This design comes from an exercise in tuning for small area on the open sky130 flow, not from production work.
Only simulation tests tie the RTL to the original design; equivalence was not proved.
No driver is modelled on the clock port, so clocking that relies on it looks cheaper here than on a real chip.
Power and IR drop assume default switching activity.

==> flow/config.mk <==
export PLATFORM = sky130hd
export DESIGN_NAME = SPI_Top
export DESIGN_NICKNAME = SPI_Top
export VERILOG_FILES = /design/flow/design.v
export SDC_FILE = /design/flow/constraint.sdc
export NUM_CORES = 4
export LEC_CHECK = 0
export CAP_MARGIN = 20
export CORE_MARGIN = 2
export CORE_UTILIZATION = 50
export SLEW_MARGIN = 20
==> flow/constraint.sdc <==
create_clock -name core_clock -period 5.0 [get_ports {clk}]
set_input_delay 1.0000 -clock core_clock [delete_from_list [all_inputs] [get_ports {clk}]]
set_output_delay 1.0000 -clock core_clock [all_outputs]
set_load 0.01 [all_outputs]
==> flow/design.v <==
module mux_4x1
    #(parameter bits_num = 32)(
    input clk,
    input [bits_num - 1:0] in1,
    input [bits_num - 1:0] in2,
    input [bits_num - 1:0] in3,
    input [bits_num - 1:0] in4,
    input [3:0] ld,
    input hm,
    output reg [bits_num - 1:0] out
    );
    always @(posedge clk)
        out <= ({bits_num{ld[0]}} & in1) | ({bits_num{ld[1]}} & in2) |
               ({bits_num{ld[2]}} & in3) | ({bits_num{ld[3]}} & in4) |
               ({bits_num{hm}} & out);
endmodule
module SPI_Master
    #(parameter mode = 2'b00,bits_num = 32)(
    input clk,
    input reset,
    input tx_start,
    input [1:0] sel,
    output reg tx_end,
    output reg [3:0] ld,
    output [3:0] hd,
    output reg hm
    );
    reg run;
    reg [$clog2(bits_num):0] counts;
    wire feedback = counts[5] ^ counts[4] ^ (counts[4:0] == 5'b00000);
    wire last = run & (counts == 6'b100000);
    wire [3:0] ld_next = last ? (4'b0001 << sel) : 4'b0000;
    assign hd = {4{hm}} | ~(4'b0001 << sel);
    always @(posedge clk) begin
        if (tx_start)
            counts <= 'b0;
        else
            counts <= {counts[4:0], feedback};
    end
    always @(posedge clk, negedge reset) begin
        if (!reset) begin
            run <= 1'b0;
            tx_end <= 1'b0;
            ld <= 4'b0000;
            hm <= 1'b1;
        end
        else begin
            ld <= ld_next;
            hm <= ~last;
            if (tx_start) begin
                run <= 1'b1;
                tx_end <= 1'b0;
            end
            else if (run) begin
                if (counts == 6'b100000) begin
                    run <= 1'b0;
                    tx_end <= 1'b1;
                end
            end
        end
    end
endmodule
module SPI_Slave
    #(parameter bits_num = 32)(
    input clk,
    input reset,
    input ld,
    input hd,
    input [bits_num - 1:0] data_in,
    output reg [bits_num - 1:0] data_out
    );
    always @(posedge clk, negedge reset) begin
        if (!reset)
            data_out <= 'b0;
        else
            data_out <= ({bits_num{ld}} & data_in) | ({bits_num{hd}} & data_out);
    end
endmodule
module SPI_Top
    #(parameter mode = 2'b00,bits_num = 32)(
    input clk,
    input reset,
    input tx_start,
    input [1:0] sel,
    input [bits_num - 1:0] master_data_in,
    input [bits_num - 1:0] slave1_data_in,
    input [bits_num - 1:0] slave2_data_in,
    input [bits_num - 1:0] slave3_data_in,
    input [bits_num - 1:0] slave4_data_in,
    output tx_end,
    output [bits_num - 1:0] master_data_out,
    output [bits_num - 1:0] slave1_data_out,
    output [bits_num - 1:0] slave2_data_out,
    output [bits_num - 1:0] slave3_data_out,
    output [bits_num - 1:0] slave4_data_out
    );
    wire [3:0] ld, hd;
    wire hm;
    SPI_Master #(.mode(mode),.bits_num(bits_num)) master(
        .clk(clk),
        .reset(reset),
        .tx_start(tx_start),
        .sel(sel),
        .tx_end(tx_end),
        .ld(ld),
        .hd(hd),
        .hm(hm)
    );
    mux_4x1 #(.bits_num(bits_num)) mux(
        .clk(clk),
        .in1(slave1_data_in),
        .in2(slave2_data_in),
        .in3(slave3_data_in),
        .in4(slave4_data_in),
        .ld(ld),
        .hm(hm),
        .out(master_data_out)
    );
    SPI_Slave #(.bits_num(bits_num)) slave1(
        .clk(clk), .reset(reset), .ld(ld[0]), .hd(hd[0]),
        .data_in(master_data_in), .data_out(slave1_data_out));
    SPI_Slave #(.bits_num(bits_num)) slave2(
        .clk(clk), .reset(reset), .ld(ld[1]), .hd(hd[1]),
        .data_in(master_data_in), .data_out(slave2_data_out));
    SPI_Slave #(.bits_num(bits_num)) slave3(
        .clk(clk), .reset(reset), .ld(ld[2]), .hd(hd[2]),
        .data_in(master_data_in), .data_out(slave3_data_out));
    SPI_Slave #(.bits_num(bits_num)) slave4(
        .clk(clk), .reset(reset), .ld(ld[3]), .hd(hd[3]),
        .data_in(master_data_in), .data_out(slave4_data_out));
endmodule
==> flow/flow/run.sh <==
#!/bin/bash
# The standard layout, with the port buffers made of the smallest buffer cell,
# a clock tree of clkbuf_4 without dummy loads, and the clock buffers that drive
# the most flip-flops upsized after CTS (flow/post_cts.tcl). Output goes to
# standard.log.
set -euo pipefail
export BUFFER_PORTS_ARGS="-buffer_cell sky130_fd_sc_hd__buf_1"
export CTS_ARGS="-sink_clustering_enable -repair_clock_nets -dont_use_dummy_load -buf_list sky130_fd_sc_hd__clkbuf_4"
export POST_CTS_TCL="$PWD/flow/post_cts.tcl"
bash standard.sh > standard.log 2>&1
==> flow/flow/post_cts.tcl <==
# After CTS: a clkbuf_4 whose flip-flop clock pins see too slow an edge (by
# the placement estimate) is upsized to clkbuf_8; then legalize again.
set limit 0.108
estimate_parasitics -placement
set n_up 0
foreach inst [[ord::get_db_block] getInsts] {
  if {[[$inst getMaster] getName] ne "sky130_fd_sc_hd__clkbuf_4"} continue
  set it [$inst findITerm X]
  if {$it eq "NULL"} continue
  set net [$it getNet]
  if {$net eq "NULL" || [$net getSigType] ne "CLOCK"} continue
  set worst 0
  foreach sink [$net getITerms] {
    if {[$sink isOutputSignal]} continue
    set pin [get_pins "[[$sink getInst] getName]/[[$sink getMTerm] getName]"]
    set s [get_property $pin slew_max]
    if {$s > $worst} { set worst $s }
  }
  if {$worst > $limit} {
    puts "post_cts: upsize [$inst getName] (sink slew $worst ns)"
    replace_cell [get_cells [$inst getName]] sky130_fd_sc_hd__clkbuf_8
    incr n_up
  }
}
puts "post_cts: upsized $n_up clock buffers"
detailed_placement
check_placement -verbose
estimate_parasitics -placement
==> flow/standard.sh <==
#!/bin/bash
# synth_recipe.tcl (not shown) runs the flow's synth.tcl, then flattens the netlist and writes it again
# the make line also repeats each setting of config.mk as NAME=value (left out here)
make -C /OpenROAD-flow-scripts/flow DESIGN_CONFIG=/design/flow/config.mk WORK_HOME=/design/flow/orfs CLKGATE_MAP_FILE= SYNTH_SCRIPT=/design/flow/synth_recipe.tcl "${@:-finish}"
==> results of run 1 <==
==> sequential cells by signal, indices dropped and copies added, names as in the netlist <==
name	flops
master.tx_end	1
master.hm	1
master.counts	6
slave2.data_out	32
master.ld	4
slave4.data_out	32
master.run	1
slave3.data_out	32
slave1.data_out	32
mux.out	32
==> synth_stat cells, drive strengths merged <==
cell type    n
dfrtp      134
a22o       128
dfxtp       38
nand2       34
a222oi      32
a22oi       32
buf         25
clkbuf      23
nor2b        4
nor3b        3
inv          2
nor2         2
nor3         2
or3b         2
a21boi       1
a21o         1
a21oi        1
dfstp        1
ha           1
nand3        1
nor4         1
or2          1
or3          1
==> through the flow <==
step / power, uW / instance area, um^2
floorplan: 1910 / 6360
global placement: 2170 / 7610
detailed placement: 2180 / 7620
global route: 2960 / 7810
finish: 2810 / 7810
==> cell families after synthesis <==
group	after synthesis	share of synthesized area (%)
DFF	173	65.0
AOI/OAI and AO/OA	195	26.7
adders and majority gates	1	0.197
buffers and inverters	50	4.25
and+or+nand+nor	51	3.77
==> area by class of cell <==
class / instances / area [um^2] / share of cell area, %
sequential: 173 / 4150 / 53.1
multi-input combinational: 247 / 1950 / 25.0
timing repair buffer: 334 / 1290 / 16.5
tap: 172 / 215 / 2.76
clock buffer: 17 / 190 / 2.44
inverter: 2 / 7.51 / 0.0962
==> power breakdown <==
group / switching [uW] / internal, uW / total, uW
Clock: 413 / 244 / 657
Combinational: 277 / 208 / 485
Sequential: 107 / 1560 / 1670
Total: 797 / 2020 / 2810
==> critical path: stages (launching register included) <==
cell                      delay (ps)
sky130_fd_sc_hd__dfstp_2         980
sky130_fd_sc_hd__or2_1           610
sky130_fd_sc_hd__buf_4           360
sky130_fd_sc_hd__a22o_1          160
==> routing by layer <==
layer  GRT usage, %  up-vias  routed length, um  share of wire (%)
met5              0        -                  0                  0
met4           8.71        0                437                2.2
met3           7.57       31               1760                8.7
met2           44.0      332               9600                 48
met1           39.7     2795               8330                 41
li1               -     2451                  -                  -
==> how the worst max path moves through the flow <==
stage | end | depth (start not counted)
5_1_grt | slave4.data_out[17] | 3
3_5_place_dp | slave4.data_out[12] | 5
6_report | slave4.data_out[18] | 3
3_3_place_gp | slave1.data_out[15] | 4
2_1_floorplan | slave3.data_out[29] | 4
==> insert_results.sql, run 1 <==
INSERT INTO impl_metrics (metric_group, metric, value, unit) VALUES
('global_route', 'gr-usage-all-layers', '28.4', '%'),
('synthesis', 'most_area_consuming_cells_after_synthesis', 'sky130_fd_sc_hd__dfrtp_1 53%, sky130_fd_sc_hd__a22o_1 18%, sky130_fd_sc_hd__dfxtp_1 12%', ''),
('placement', 'placed_cells', '928', ''),
('timing', 'fin_ws', '2810', 'ps'),
('placement', 'detailedPlace.worstSlack', '2530', 'ps'),
('placement', 'place_hpwl', '13900', 'um'),
('timing', 'max_freq', '0.457', 'GHz'),
('critical_path', 'required', '5340', 'ps'),
('global_route', 'vias_in_the_first_global_route', '5231', ''),
('layout', 'diodes', '0', ''),
('routing', 'ant_nets', '0', ''),
('synthesis', 'post_synth_inst_count', '470', ''),
('die', 'die_h', '117', 'um'),
('timing', 'setup_viol', '0', ''),
('layout', 'share_of_layout_cells_above_drive_strength_1', '4.27', '%'),
('synthesis', 'synth-seq-cells', '173', ''),
('routing', 'vias', '5609', ''),
('min_path', 'hold_start', 'master.run', ''),
('die', 'start_util', '50.8', '%'),
('die', 'floorplan.rows', '41', ''),
('global_route', 'grt_max_degree', '65', ''),
('critical_path', 'launch_point_of_the_worst_path', 'master.hm', ''),
('layout', 'area_growth', '22.6', '%'),
('synthesis', 'syn-num-nets', '636', ''),
('die', 'io_pins', '326', ''),
('layout', 'fillers', '1082', ''),
('die', 'die-area', '13600', 'um^2'),
('critical_path', 'critical_path.endpoint_type', 'register', ''),
('routing', 'detail_route.vias_per_cell', '5.94', ''),
('critical_path', 'critical_path.reg2reg.endpoint', 'slave4.data_out[18]', ''),
('timing', 'worst_slew_pin_slew', '807', 'ps'),
('critical_path', 'timing_worst_setup_path_type', 'register to register', ''),
('timing', 'fin_hold_ws', '480', 'ps'),
('critical_path', 'critical_path_fanouts_max', '36', ''),
('timing', 'max_slew_margin', '46.2', '%'),
('placement', 'buffer_ports.inserted', '325', ''),
('synthesis', 'syn_area', '6360', 'um^2'),
('routing', 'drt-initial-drc-count', '587', ''),
('global_route', 'globalRouteOverflowTotal', '0', ''),
('layout', 'final_cells', '945', ''),
('timing', 'min_period', '2190', 'ps'),
('timing', 'part_of_the_cycle_the_worst_path_needs', '43.8', '%'),
('routing', 'drc_errors', '0', ''),
('timing', 'finalHoldViolations', '0', ''),
('cts', 'insertion_delay', '430', 'ps'),
('critical_path', 'reg2reg_slack', '2810', 'ps'),
('global_route', 'initial_antenna_violation_count', '0', ''),
('synthesis', 'synth-seq-area-share', '65.0', '%'),
('job', 'max_cap_violations', '0', ''),
('synthesis', 'post-synth-top-area-cell', 'sky130_fd_sc_hd__dfrtp_1', ''),
('placement', 'place_congestion', '0.885', ''),
('layout', 'layout.core_utilization', '62.4', '%'),
('synthesis', 'synth_top_cell_area_share', '52.7', '%'),
('global_route', 'global_route_wire_length_before_repair', '29100', 'um'),
('status', 'outcome', 'finished clean', ''),
('synthesis', 'postSynthAreaPerCell', '13.5', 'um^2'),
('power', 'power_per_cell_area', '360', 'nW/um^2'),
('routing', 'drt-total-wl', '20100', 'um'),
('cts', 'numClockSinks', '173', ''),
('die', 'core_region_area', '12500', 'um^2'),
('power', 'p_leak', '0.00344', 'uW'),
('timing', 'unrepaired_setup_endpoints_after_global_routing', 'false', ''),
('routing', 'drt_pre_antenna_iters', '6', ''),
('min_path', 'hp-class', 'register to register', ''),
('critical_path', 'reg2reg_from', 'master.hm', ''),
('critical_path', 'critical_path.startpoint_type', 'register', ''),
('layout', 'layout.cells.most_common', 'sky130_fd_sc_hd__buf_1', ''),
('timing', 'maxSlewViolCount', '0', ''),
('cts', 'tritoncts_clock_tree', 'yes', ''),
('timing', 'timing.clock.skew', '24.8', 'ps'),
('critical_path', 'worst-endpoint-arrival', '2530', 'ps'),
('power', 'ir_worst_vdd', '0.163', 'mV'),
('synthesis', 'yosysWarningCount', '3', ''),
('die', 'die_w', '117', 'um'),
('min_path', 'hold_path_depth', '1', ''),
('timing', 'finalSetupTns', '0', 'ps'),
('layout', 'layout.nets', '941', ''),
('critical_path', 'r2r_cells', '3', ''),
('min_path', 'timing.hold.worst_endpoint', 'master.run', ''),
('routing', 'wl_per_cell', '21.3', 'um'),
('cts', 'worst_setup_hold_path_clk_slew', '90', 'ps'),
('synthesis', 'yosysUniqueCellTypes', '25', ''),
('layout', 'layout.cells.most_common_list', '324 x sky130_fd_sc_hd__buf_1, 130 x sky130_fd_sc_hd__dfrtp_1, 128 x sky130_fd_sc_hd__a22o_1, 38 x sky130_fd_sc_hd__dfxtp_1, 34 x sky130_fd_sc_hd__nand2_1', '');
==> run 2, diff against run 1 <==
==> flow/flow/run.sh (replaced) <==
#!/bin/bash
# The standard layout, with the port buffers made of the smallest buffer cell,
# a clock tree of clkbuf_4 without dummy loads, and the clock buffers whose
# flip-flops see too slow a clock edge upsized after CTS (flow/post_cts.tcl). Output goes to
# standard.log.
set -euo pipefail
export BUFFER_PORTS_ARGS="-buffer_cell sky130_fd_sc_hd__buf_1"
export CTS_ARGS="-sink_clustering_enable -repair_clock_nets -dont_use_dummy_load -buf_list sky130_fd_sc_hd__clkbuf_4"
export POST_CTS_TCL="$PWD/flow/post_cts.tcl"
bash standard.sh > standard.log 2>&1
==> insert_results.sql, run 2 <==
INSERT INTO impl_metrics (metric_group, metric, value, unit) VALUES
('global_route', 'grt_max_degree', '65', ''),
('critical_path', 'critical_path.cell_chain', 'or2_1, buf_4, a22o_1', ''),
('synthesis', 'syn-num-nets', '636', ''),
('global_route', 'gr-usage-all-layers', '28.4', '%'),
('synthesis', 'synth-adder-area-share', '0.197', '%'),
('critical_path', 'critical_path_fanouts_max', '36', ''),
('die', 'die_h', '117', 'um'),
('power', 'switching_power', '797', 'uW'),
('synthesis', 'synthSimpleGateAreaFrac', '3.77', '%'),
('critical_path', 'reg2reg_slack', '2810', 'ps'),
('critical_path', 'worst-endpoint-arrival', '2530', 'ps'),
('power', 'seq_power_share', '59.4', '%'),
('synthesis', 'post-synth-top-area-cell', 'sky130_fd_sc_hd__dfrtp_1', ''),
('synthesis', 'yosysWarningCount', '3', ''),
('synthesis', 'synth-seq-cells', '173', ''),
('synthesis', 'most_area_consuming_cells_after_synthesis', 'sky130_fd_sc_hd__dfrtp_1 53%, sky130_fd_sc_hd__a22o_1 18%, sky130_fd_sc_hd__dfxtp_1 12%', ''),
('layout', 'layout.cells.most_common', 'sky130_fd_sc_hd__buf_1', ''),
('routing', 'drt-total-wl', '20100', 'um'),
('die', 'start_util', '50.8', '%'),
('critical_path', 'endpoint', 'slave4.data_out[18]', ''),
('synthesis', 'synth_top_cell_area_share', '52.7', '%'),
('power', 'p_leak', '0.00344', 'uW'),
('timing', 'max_slew_margin', '46.2', '%'),
('power', 'power_per_cell_area', '360', 'nW/um^2'),
('critical_path', 'required', '5340', 'ps'),
('critical_path', 'r2r_cells', '3', ''),
('synthesis', 'synth_xor_xnor_area_share', '0', '%'),
('placement', 'place_hpwl', '13900', 'um'),
('synthesis', 'synth-main-ff-cell', 'sky130_fd_sc_hd__dfrtp_1', ''),
('timing', 'min_period', '2190', 'ps'),
('timing', 'setup_viol', '0', ''),
('timing', 'max_freq', '0.457', 'GHz'),
('timing', 'finalSetupTns', '0', 'ps'),
('timing', 'finalHoldViolations', '0', ''),
('synthesis', 'synth_top_family_by_area', 'compound AO/OA/AOI/OAI gates', ''),
('synthesis', 'syn_area', '6360', 'um^2'),
('layout', 'fillers', '1082', ''),
('synthesis', 'postSynthAreaPerCell', '13.5', 'um^2'),
('critical_path', 'reg2reg_from', 'master.hm', ''),
('die', 'core_region_area', '12500', 'um^2'),
('critical_path', 'critical_path.startpoint_type', 'register', ''),
('global_route', 'vias_in_the_first_global_route', '5231', ''),
('placement', 'buffer_ports.inserted', '325', ''),
('power', 'ir_worst_vdd', '0.163', 'mV'),
('critical_path', 'worst_path_largest_cell_delay', '980', 'ps'),
('routing', 'detail_route.vias_per_cell', '5.94', ''),
('critical_path', 'critical_path.reg2reg.endpoint', 'slave4.data_out[18]', ''),
('layout', 'share_of_layout_cells_above_drive_strength_1', '4.27', '%'),
('layout', 'layout.cells.most_common_list', '324 x sky130_fd_sc_hd__buf_1, 130 x sky130_fd_sc_hd__dfrtp_1, 128 x sky130_fd_sc_hd__a22o_1, 38 x sky130_fd_sc_hd__dfxtp_1, 34 x sky130_fd_sc_hd__nand2_1', ''),
('synthesis', 'synth-seq-area-share', '65.0', '%'),
('global_route', 'initial_antenna_violation_count', '0', ''),
('synthesis', 'synth_compound_gate_area_share', '26.7', '%'),
('timing', 'maxSlewViolCount', '0', ''),
('die', 'die-area', '13600', 'um^2'),
('placement', 'place_congestion', '0.885', ''),
('global_route', 'global_route_wire_length_before_repair', '29100', 'um'),
('die', 'die_w', '117', 'um'),
('timing', 'unrepaired_setup_endpoints_after_global_routing', 'false', ''),
('synthesis', 'synth_enable_flop_cells', '0', ''),
('routing', 'wl_per_cell', '21.3', 'um'),
('min_path', 'hp-class', 'register to register', ''),
('power', 'clockPowerShare', '23.3', '%'),
('critical_path', 'timing_worst_setup_path_type', 'register to register', ''),
('power', 'share_comb_of_total_power', '17.3', '%'),
('routing', 'drc_errors', '0', ''),
('timing', 'part_of_the_cycle_the_worst_path_needs', '43.8', '%'),
('status', 'outcome', 'finished clean', ''),
('cts', 'tritoncts_clock_tree', 'yes', ''),
('critical_path', 'launch_point_of_the_worst_path', 'master.hm', ''),
('synthesis', 'post_synth_inst_count', '470', ''),
('routing', 'vias', '5609', ''),
('timing', 'timing.clock.skew', '24.8', 'ps'),
('die', 'floorplan.rows', '41', ''),
('power', 'cell_internal_pwr', '2020', 'uW'),
('critical_path', 'critPathSlowestCell', 'sky130_fd_sc_hd__dfstp_2', ''),
('die', 'io_pins', '326', ''),
('layout', 'area_growth', '22.6', '%'),
('routing', 'drt-initial-drc-count', '587', ''),
('routing', 'ant_nets', '0', ''),
('synthesis', 'yosysUniqueCellTypes', '25', ''),
('power', 'power.total', '2810', 'uW'),
('synthesis', 'yosys-mux-area-fraction', '0', '%'),
('job', 'max_cap_violations', '0', ''),
('synthesis', 'post-synth-top-count-cell', 'sky130_fd_sc_hd__dfrtp_1', ''),
('power', 'power.switching_fraction', '28.3', '%'),
('layout', 'layout.nets', '941', ''),
('global_route', 'globalRouteOverflowTotal', '0', ''),
('routing', 'drt_pre_antenna_iters', '6', ''),
('cts', 'insertion_delay', '430', 'ps'),
('synthesis', 'async_reset_ff_share', '78.0', '%'),
('synthesis', 'synth_top_cells_by_count', '134 x sky130_fd_sc_hd__dfrtp_1, 128 x sky130_fd_sc_hd__a22o_1, 38 x sky130_fd_sc_hd__dfxtp_1, 34 x sky130_fd_sc_hd__nand2_1', ''),
('timing', 'worst_slew_pin_slew', '807', 'ps'),
('cts', 'numClockSinks', '173', ''),
('cts', 'worst_setup_hold_path_clk_slew', '90', 'ps'),
('critical_path', 'critical_path.endpoint_type', 'register', ''),
('layout', 'diodes', '0', '');
## run 2: cell type report
type,count,area [um^2],share of cell area (%)
clock buffers,17,190,2.44
inverters,2,7.51,0.0962
multi-input cells,247,1950,25.0
flip-flops and latches,173,4150,53.1
well taps,172,215,2.76
repair buffers,334,1290,16.5
## run 2: logic make-up (layout without fill, tap and decap cells)
group	count (synthesis)	after routing
AOI/OAI and AO/OA	195	195
DFF	173	173
and+or+nand+nor	51	51
buffers and inverters	50	353
adders and majority gates	1	1
## run 2: critical path, delay by kind of cell, from the launching register on
kind,cells,cell delay [ps]
flops,1,980
simple gates,1,610
buf+inv,1,360
compound gates,1,160
## run 2: stage by stage
step           setup slack (ps)  utilization [%]  area, um^2  instances  hold WS [ps]
2_1_floorplan              3070                -        6360        470           447
3_3_place_gp               2560             60.8        7610        928           459
3_5_place_dp               2530             60.8        7620        928           466
5_1_grt                    2670             62.4        7810        945           490
6_report                   2810             62.4        7810        945           480
## run 2: power by group through the flow
stage | registers [uW] | clock network, uW | logic, uW
after detailed placement | 1690 | 0 | 491
after floorplan | 1750 | 0 | 155
final | 1670 | 657 | 485
after global routing | 1690 | 738 | 537
after global placement | 1690 | 0 | 482
## run 2: how the worst min path moves through the flow
stage	cells past startpoint	endpoint	startpoint	slack (ps)
finish	1	master.run	master.run	480
global route	1	master.counts[1]	master.counts[0]	490
detailed placement	1	master.run	master.run	470
global placement	1	master.run	master.run	460
floorplan	2	master.counts[5]	master.counts[4]	450
## run 2: routing by layer
layer | part of all wire (%) | wire length, um | global-route usage (%) | vias up
met4 | 2.2 | 437 | 8.71 | 0
met5 | 0 | 0 | 0 | -
li1 | - | - | - | 2451
met2 | 48 | 9600 | 44.0 | 332
met1 | 41 | 8330 | 39.7 | 2795
met3 | 8.7 | 1760 | 7.57 | 31
==> run 3, diff against run 2 <==
==> flow/flow/run.sh (replaced) <==
#!/bin/bash
# The standard layout, with the port buffers made of the smallest buffer cell,
# synthesis's buffers removed before placement (flow/pre_gpl.tcl), a clock tree
# of clkbuf_4 without dummy loads, and the clock buffers whose flip-flops see too
# slow a clock edge upsized after CTS (flow/post_cts.tcl). Output goes to
# standard.log.
set -euo pipefail
export BUFFER_PORTS_ARGS="-buffer_cell sky130_fd_sc_hd__buf_1"
export CTS_ARGS="-sink_clustering_enable -repair_clock_nets -dont_use_dummy_load -buf_list sky130_fd_sc_hd__clkbuf_4"
export PRE_GLOBAL_PLACE_TCL="$PWD/flow/pre_gpl.tcl"
export POST_CTS_TCL="$PWD/flow/post_cts.tcl"
bash standard.sh > standard.log 2>&1
==> flow/flow/pre_gpl.tcl (new file) <==
# Before global placement: drop the buffers synthesis inserted, as the
# timing-driven placement would; repair_design adds back what the nets need.
remove_buffers
--- a/flow/config.mk
+++ b/flow/config.mk
@@ -8,4 +8,5 @@
 export CAP_MARGIN = 20
 export CORE_MARGIN = 2
 export CORE_UTILIZATION = 50
+export GPL_TIMING_DRIVEN = 0
 export SLEW_MARGIN = 20
==> insert_results.sql, run 3 <==
INSERT INTO impl_metrics (metric_group, metric, value, unit) VALUES
('status', 'outcome', 'finished clean', ''),
('cts', 'worst_setup_hold_path_clk_slew', '100', 'ps'),
('critical_path', 'critical_path.cell_chain', 'or3b_2, a22o_1', ''),
('routing', 'ant_nets', '0', ''),
('layout', 'area_growth', '23.5', '%'),
('layout', 'multiInputGateArea', '1960', 'um^2'),
('synthesis', 'synth-seq-cells', '173', ''),
('layout', 'post-route-cell-area', '7860', 'um^2'),
('min_path', 'hp-class', 'register to register', ''),
('layout', 'layout.cells.most_common_list', '324 x sky130_fd_sc_hd__buf_1, 130 x sky130_fd_sc_hd__dfrtp_1, 128 x sky130_fd_sc_hd__a22o_1, 38 x sky130_fd_sc_hd__dfxtp_1, 34 x sky130_fd_sc_hd__nand2_1', ''),
('synthesis', 'post-synth-top-count-cell', 'sky130_fd_sc_hd__dfrtp_1', ''),
('timing', 'min_period', '2210', 'ps'),
('synthesis', 'async_reset_ff_share', '78.0', '%'),
('power', 'ir_worst_vdd', '0.183', 'mV'),
('synthesis', 'synth_top_cells_by_count', '134 x sky130_fd_sc_hd__dfrtp_1, 128 x sky130_fd_sc_hd__a22o_1, 38 x sky130_fd_sc_hd__dfxtp_1, 34 x sky130_fd_sc_hd__nand2_1', ''),
('die', 'floorplan.rows', '41', ''),
('synthesis', 'post_synth_inst_count', '470', ''),
('timing', 'timing.clock.skew', '28.2', 'ps'),
('job', 'max_cap_violations', '0', ''),
('global_route', 'gr-usage-all-layers', '28.9', '%'),
('global_route', 'global_route_wire_length_before_repair', '29400', 'um'),
('routing', 'detail_route.vias_per_cell', '5.96', ''),
('routing', 'drt-total-wl', '19900', 'um'),
('placement', 'placed_cells', '924', ''),
('critical_path', 'critical_path.startpoint_type', 'register', ''),
('synthesis', 'syn-num-nets', '636', ''),
('placement', 'place_hpwl', '13300', 'um'),
('global_route', 'grt_max_degree', '65', ''),
('die', 'die_w', '117', 'um'),
('power', 'power_per_cell_area', '357', 'nW/um^2'),
('timing', 'fin_hold_ws', '453', 'ps'),
('power', 'p_leak', '0.00345', 'uW'),
('die', 'die-area', '13600', 'um^2'),
('layout', 'diodes', '0', ''),
('layout', 'layout.nets', '937', ''),
('layout', 'share_of_layout_cells_above_drive_strength_1', '4.29', '%'),
('placement', 'place_congestion', '0.801', ''),
('layout', 'final_cells', '941', ''),
('cts', 'insertion_delay', '440', 'ps'),
('cts', 'tritoncts_clock_tree', 'yes', ''),
('layout', 'layout.cells.most_common', 'sky130_fd_sc_hd__buf_1', ''),
('synthesis', 'synth_top_cell_area_share', '52.7', '%'),
('critical_path', 'critPathSlowestCell', 'sky130_fd_sc_hd__dfstp_2', ''),
('placement', 'placedInstanceArea', '7670', 'um^2'),
('synthesis', 'yosysUniqueCellTypes', '25', ''),
('layout', 'layout.core_utilization', '62.8', '%'),
('critical_path', 'required', '5350', 'ps'),
('layout', 'final-seq-area', '4160', 'um^2'),
('routing', 'vias', '5610', ''),
('critical_path', 'worst_path_largest_cell_delay', '990', 'ps'),
('layout', 'fillers', '1105', ''),
('timing', 'part_of_the_cycle_the_worst_path_needs', '44.1', '%'),
('synthesis', 'yosysWarningCount', '3', ''),
('critical_path', 'timing_worst_setup_path_type', 'register to register', ''),
('timing', 'worst_slew_pin_slew', '921', 'ps'),
('routing', 'drt-initial-drc-count', '617', ''),
('routing', 'drc_errors', '0', ''),
('die', 'io_pins', '326', ''),
('synthesis', 'syn_area', '6360', 'um^2'),
('synthesis', 'most_area_consuming_cells_after_synthesis', 'sky130_fd_sc_hd__dfrtp_1 53%, sky130_fd_sc_hd__a22o_1 18%, sky130_fd_sc_hd__dfxtp_1 12%', ''),
('routing', 'wl_per_cell', '21.2', 'um'),
('synthesis', 'post-synth-top-area-cell', 'sky130_fd_sc_hd__dfrtp_1', ''),
('cts', 'numClockSinks', '173', ''),
('placement', 'buffer_ports.inserted', '325', ''),
('timing', 'max_freq', '0.453', 'GHz'),
('critical_path', 'cp_num_buf_inv', '0', ''),
('die', 'core_region_area', '12500', 'um^2'),
('routing', 'drt_pre_antenna_iters', '9', ''),
('synthesis', 'synth-main-ff-cell', 'sky130_fd_sc_hd__dfrtp_1', ''),
('timing', 'finalHoldViolations', '0', ''),
('critical_path', 'worst-endpoint-arrival', '2560', 'ps'),
('synthesis', 'postSynthAreaPerCell', '13.5', 'um^2'),
('critical_path', 'critical_path.endpoint_type', 'register', ''),
('timing', 'maxSlewViolCount', '0', ''),
('global_route', 'initial_antenna_violation_count', '0', ''),
('timing', 'setup_viol', '0', ''),
('die', 'die_h', '117', 'um'),
('die', 'start_util', '50.8', '%'),
('global_route', 'vias_in_the_first_global_route', '5211', ''),
('critical_path', 'reg2reg_slack', '2790', 'ps'),
('critical_path', 'critical_path_fanouts_max', '36', ''),
('timing', 'max_slew_margin', '38.6', '%'),
('timing', 'unrepaired_setup_endpoints_after_global_routing', 'false', ''),
('critical_path', 'cpLargestDelayFamily', 'flip-flops', ''),
('global_route', 'globalRouteOverflowTotal', '0', ''),
('synthesis', 'synth_enable_flop_cells', '0', ''),
('synthesis', 'synth-seq-area-share', '65.0', '%');
-- run 3: kinds of logic after synthesis --
logic type	share of synthesized area [%]
buffers and inverters	4.25
DFF	65.0
AOI/OAI and AO/OA	26.7
adders and majority gates	0.197
and+or+nand+nor	3.77
-- run 3: metrics by stage --
stage	total power [uW]	setup WS, ps	setup TNS [ps]
6_report	2800	2790	0
5_1_grt	2950	2630	0
3_5_place_dp	2180	2450	0
3_3_place_gp	2170	-2740	-367040
2_1_floorplan	1910	3070	0
-- run 3: layer usage --
metal / GRT usage, % / vias to the layer above / wire length, um
li1: - / 2440 / -
met1: 40.4 / 2847 / 8230
met4: 9.49 / 0 / 267
met2: 44.2 / 301 / 9640
met3: 7.78 / 22 / 1780
met5: 0 / - / 0
-- run 3: final cells by class --
type,count,area share (%)
Clock buffer,17,2.42
Inverter,2,0.0955
Multi-Input combinational cell,247,24.9
Sequential cell,173,52.9
Tap cell,172,2.74
Timing Repair Buffer,330,17.0
-- run 3: worst paths after layout --
check                                 startpoint             endpoint  cells past startpoint
min in group asynchronous                  reset  slave4.data_out[18]                      1
worst max register to register         master.hm  slave2.data_out[25]                      2
max in group asynchronous                  reset            master.hm                      3
worst min-delay path            master.counts[3]     master.counts[4]                      1
worst min register to register  master.counts[3]     master.counts[4]                      1
worst max-delay path                   master.hm  slave2.data_out[25]                      2
-- run 3: where the power goes --
group	switching (uW)	internal [uW]
logic	277	214
clock network	405	243
registers	102	1560
==> run 4, diff against run 3 <==
==> flow/flow/run.sh (replaced) <==
#!/bin/bash
# The standard layout, with the port buffers made of the smallest buffer cell,
# a clock tree of clkbuf_4 without dummy loads, and the clock buffers whose
# flip-flops see too slow a clock edge upsized after CTS (flow/post_cts.tcl). Output goes to
# standard.log.
set -euo pipefail
export BUFFER_PORTS_ARGS="-buffer_cell sky130_fd_sc_hd__buf_1"
export CTS_ARGS="-sink_clustering_enable -repair_clock_nets -dont_use_dummy_load -buf_list sky130_fd_sc_hd__clkbuf_4"
export POST_CTS_TCL="$PWD/flow/post_cts.tcl"
bash standard.sh > standard.log 2>&1
==> flow/flow/post_cts.tcl (replaced) <==
# After CTS: upsize clock buffers from clkbuf_4 to clkbuf_8 until no
# flip-flop clock pin sees too slow an edge by the placement estimate.
# Each round re-estimates and upsizes the worst driver of flip-flop clock
# pins.
set limit 0.118
set n_up 0

proc pin_of {it} {
  return [get_pins "[[$it getInst] getName]/[[$it getMTerm] getName]"]
}

# worst slew over the input pins a clock buffer drives
proc worst_sink_slew {inst} {
  set worst 0
  foreach sink [[[$inst findITerm X] getNet] getITerms] {
    if {[$sink isOutputSignal]} continue
    set s [get_property [pin_of $sink] slew_max]
    if {$s > $worst} { set worst $s }
  }
  return $worst
}

for {set round 0} {$round < 40} {incr round} {
  estimate_parasitics -placement
  set worst 0
  set worst_inst ""
  foreach inst [[ord::get_db_block] getInsts] {
    if {[[$inst getMaster] getName] ne "sky130_fd_sc_hd__clkbuf_4"} continue
    set it [$inst findITerm X]
    if {$it eq "NULL"} continue
    set net [$it getNet]
    if {$net eq "NULL" || [$net getSigType] ne "CLOCK"} continue
    set has_ff 0
    foreach sink [$net getITerms] {
      if {![$sink isOutputSignal] && [[[$sink getInst] getMaster] isSequential]} { set has_ff 1 }
    }
    if {!$has_ff} continue
    set s [worst_sink_slew $inst]
    if {$s > $worst} { set worst $s; set worst_inst $inst }
  }
  if {$worst <= $limit} break
  set target $worst_inst
  puts "post_cts: worst flip-flop clock slew $worst ns under [$worst_inst getName]; upsize [$target getName]"
  replace_cell [get_cells [$target getName]] sky130_fd_sc_hd__clkbuf_8
  incr n_up
}
puts "post_cts: upsized $n_up clock buffers"
detailed_placement
check_placement -verbose
estimate_parasitics -placement
--- a/flow/config.mk
+++ b/flow/config.mk
@@ -7,6 +7,5 @@
 export LEC_CHECK = 0
 export CAP_MARGIN = 20
 export CORE_MARGIN = 2
-export CORE_UTILIZATION = 50
-export GPL_TIMING_DRIVEN = 0
+export CORE_UTILIZATION = 58
 export SLEW_MARGIN = 20
removed: flow/flow/pre_gpl.tcl
==> insert_results.sql, run 4 <==
INSERT INTO impl_metrics (metric_group, metric, value, unit) VALUES
('placement', 'placed_cells', '894', ''),
('synthesis', 'synth-seq-area-share', '65.0', '%'),
('critical_path', 'critPathSlowestCell', 'sky130_fd_sc_hd__dfrtp_1', ''),
('cts', 'tritoncts_clock_tree', 'yes', ''),
('routing', 'vias', '5621', ''),
('cts', 'insertion_delay', '580', 'ps'),
('synthesis', 'post-synth-top-count-cell', 'sky130_fd_sc_hd__dfrtp_1', ''),
('critical_path', 'critical_path_fanouts_max', '2', ''),
('routing', 'detail_route.vias_per_cell', '6.14', ''),
('synthesis', 'synth_enable_flop_cells', '0', ''),
('layout', 'layout.cells.most_common', 'sky130_fd_sc_hd__buf_1', ''),
('synthesis', 'yosys-mux-area-fraction', '0', '%'),
('synthesis', 'yosysWarningCount', '3', ''),
('placement', 'buffer_ports.inserted', '325', ''),
('critical_path', 'timing_worst_setup_path_type', 'register to output pin', ''),
('power', 'ir_worst_vdd', '0.198', 'mV'),
('layout', 'final-seq-area', '4150', 'um^2'),
('power', 'p_leak', '0.00343', 'uW'),
('placement', 'place_congestion', '0.820', ''),
('layout', 'layout.nets', '939', ''),
('synthesis', 'postSynthAreaPerCell', '13.5', 'um^2'),
('synthesis', 'synth_top_family_by_area', 'compound AO/OA/AOI/OAI gates', ''),
('layout', 'fillers', '845', ''),
('die', 'start_util', '59.0', '%'),
('routing', 'wl_per_cell', '21.7', 'um'),
('routing', 'drt-initial-drc-count', '600', ''),
('die', 'io_pins', '326', ''),
('min_path', 'hp-class', 'register to register', ''),
('timing', 'min_period', '2160', 'ps'),
('layout', 'multiInputGateArea', '1950', 'um^2'),
('critical_path', 'critical_path.startpoint_type', 'register', ''),
('synthesis', 'syn_area', '6360', 'um^2'),
('critical_path', 'critical_path.reg2reg.endpoint', 'slave2.data_out[21]', ''),
('timing', 'unrepaired_setup_endpoints_after_global_routing', 'false', ''),
('critical_path', 'worst_path_largest_cell_delay', '380', 'ps'),
('critical_path', 'worst-endpoint-arrival', '1160', 'ps'),
('die', 'die_w', '109', 'um'),
('timing', 'setup_viol', '0', ''),
('layout', 'area_growth', '22.0', '%'),
('die', 'die-area', '11800', 'um^2'),
('global_route', 'vias_in_the_first_global_route', '5182', ''),
('timing', 'max_freq', '0.462', 'GHz'),
('synthesis', 'synth-seq-cells', '173', ''),
('min_path', 'timing.hold.worst_endpoint', 'master.counts[1]', ''),
('synthesis', 'async_reset_ff_share', '78.0', '%'),
('layout', 'final_cells', '916', ''),
('timing', 'maxSlewViolCount', '0', ''),
('synthesis', 'most_area_consuming_cells_after_synthesis', 'sky130_fd_sc_hd__dfrtp_1 53%, sky130_fd_sc_hd__a22o_1 18%, sky130_fd_sc_hd__dfxtp_1 12%', ''),
('global_route', 'grt_max_degree', '73', ''),
('critical_path', 'cp_num_buf_inv', '1', ''),
('die', 'core_region_area', '10800', 'um^2'),
('timing', 'finalSetupTns', '0', 'ps'),
('critical_path', 'cpLargestDelayFamily', 'flip-flops', ''),
('min_path', 'hold_start', 'master.counts[0]', ''),
('critical_path', 'required', '4000', 'ps'),
('die', 'floorplan.rows', '38', ''),
('status', 'outcome', 'finished clean', ''),
('placement', 'place_hpwl', '14100', 'um'),
('timing', 'finalHoldViolations', '0', ''),
('synthesis', 'yosysUniqueCellTypes', '25', ''),
('synthesis', 'post_synth_inst_count', '470', ''),
('routing', 'drc_errors', '0', ''),
('critical_path', 'critical_path.cell_chain', 'buf_1', ''),
('critical_path', 'reg2reg_from', 'master.hm', ''),
('routing', 'drt_pre_antenna_iters', '9', ''),
('critical_path', 'r2r_cells', '2', ''),
('die', 'die_h', '109', 'um'),
('synthesis', 'post-synth-top-area-cell', 'sky130_fd_sc_hd__dfrtp_1', ''),
('synthesis', 'synth-main-ff-cell', 'sky130_fd_sc_hd__dfrtp_1', ''),
('synthesis', 'synth_top_cell_area_share', '52.7', '%'),
('cts', 'worst_setup_hold_path_clk_slew', '120', 'ps'),
('critical_path', 'critical_path.endpoint_type', 'output pin', ''),
('timing', 'max_slew_margin', '42.0', '%'),
('global_route', 'gr-usage-all-layers', '33.3', '%'),
('timing', 'timing.clock.skew', '44.2', 'ps'),
('cts', 'numClockSinks', '173', ''),
('layout', 'layout.cells.most_common_list', '324 x sky130_fd_sc_hd__buf_1, 130 x sky130_fd_sc_hd__dfrtp_1, 128 x sky130_fd_sc_hd__a22o_1, 38 x sky130_fd_sc_hd__dfxtp_1, 34 x sky130_fd_sc_hd__nand2_1', ''),
('timing', 'part_of_the_cycle_the_worst_path_needs', '43.3', '%'),
('synthesis', 'synth_top_cells_by_count', '134 x sky130_fd_sc_hd__dfrtp_1, 128 x sky130_fd_sc_hd__a22o_1, 38 x sky130_fd_sc_hd__dfxtp_1, 34 x sky130_fd_sc_hd__nand2_1', ''),
('min_path', 'hold_path_depth', '1', ''),
('global_route', 'globalRouteOverflowTotal', '0', ''),
('global_route', 'global_route_wire_length_before_repair', '29100', 'um'),
('global_route', 'initial_antenna_violation_count', '4', ''),
('job', 'max_cap_violations', '0', ''),
('routing', 'ant_nets', '0', ''),
('synthesis', 'synth_xor_xnor_area_share', '0', '%'),
('critical_path', 'worst-path-stages', '1', ''),
('power', 'power_per_cell_area', '358', 'nW/um^2'),
('timing', 'worst_slew_pin_slew', '870', 'ps'),
('synthesis', 'synth_compound_gate_area_share', '26.7', '%'),
('routing', 'drt-total-wl', '19800', 'um'),
('synthesis', 'synth-adder-area-share', '0.197', '%'),
('synthesis', 'syn-num-nets', '636', ''),
('synthesis', 'synthSimpleGateAreaFrac', '3.77', '%'),
('layout', 'share_of_layout_cells_above_drive_strength_1', '4.15', '%'),
('critical_path', 'reg2reg_slack', '2980', 'ps');
[run 4: logic make-up after synthesis]
family                   count (synthesis)
flip-flops                             173
buffers and inverters                   50
AO/OA/AOI/OAI                          195
AND/OR/NAND/NOR                         51
adder cells (fa/ha/maj)                  1
[run 4: how the worst max path moves through the flow]
stage | from | endpoint | slack [ps]
global route | slave2.data_out[11] | slave2_data_out[11] | 2790
floorplan | sel[0] | slave3.data_out[29] | 3070
detailed placement | sel[0] | slave2.data_out[11] | 2470
global placement | sel[0] | slave2.data_out[24] | 2490
finish | slave3.data_out[0] | slave3_data_out[0] | 2840
[run 4: routing by layer]
metal | vias to the layer above | global-route usage [%] | part of all wire (%)
met5 | - | 0 | 0
met1 | 2775 | 45.0 | 39
met3 | 44 | 8.13 | 9.2
met4 | 0 | 17.5 | 2.7
met2 | 342 | 50.3 | 49
li1 | 2460 | - | -
[run 4: final cells by class]
type / instances / share of cell area [%]
Antenna cell: 5 / 0.161
Timing Repair Buffer: 332 / 16.6
Tap cell: 140 / 2.26
Multi-Input combinational cell: 247 / 25.2
Sequential cell: 173 / 53.4
Clock buffer: 17 / 2.29
Inverter: 2 / 0.0967
[run 4: metrics by stage]
| stage | hold WS, ps | setup WS [ps] | util, % | power (uW) | area [um^2] |
|---|---|---|---|---|---|
| final | 469 | 2840 | 71.9 | 2780 | 7760 |
| after global placement | 461 | 2490 | 70.1 | 2150 | 7570 |
| after detailed placement | 467 | 2470 | 70.2 | 2170 | 7570 |
| after floorplan | 447 | 3070 | - | 1910 | 6360 |
| after global routing | 488 | 2790 | 71.9 | 2920 | 7760 |
[run 4: power breakdown]
part           switching, uW  total (uW)  internal [uW]  leakage, uW
Sequential               100        1660           1560      0.00211
Clock                    413         635            222    0.0000990
Combinational            275         484            209      0.00123
Total                    788        2780           1990      0.00343

what the ideal ports hide:
Ports are ideal in the flow. The routed layouts listed here were re-timed in OpenROAD.
Step 1 (the two cells are an assumption about what drives the block):
set clk [get_ports {clk}]
set_driving_cell -lib_cell sky130_fd_sc_hd__clkbuf_16 $clk
set_driving_cell -lib_cell sky130_fd_sc_hd__buf_2 [delete_from_list [all_inputs] $clk]
Step 2, shift: input delay + t, output delay - t, t = (earliest + latest rising clock arrival at the registers) / 2. This alone moves slack from input paths to output paths.
Slacks: no drivers / after step 1 / after step 2; pairs: no drivers / after step 1.
| run | t, ns | setup slack, ns | clock arrival spread, ns |
|---|---|---|---|
| run 1 | 0.451 | 2.812 / 2.812 / 2.500 | 0.029 / 0.030 |
| run 2 | 0.451 | 2.812 / 2.812 / 2.500 | 0.029 / 0.030 |
| run 3 | 0.468 | 2.795 / 2.795 / 2.386 | 0.039 / 0.038 |
| run 4 | 0.598 | 2.835 / 2.799 / 2.557 | 0.045 / 0.044 |
After both steps every run listed still meets setup and hold. The setup slack of run 3, which loses most, moves by 0.000 ns with the drivers and by -0.409 ns with both steps.
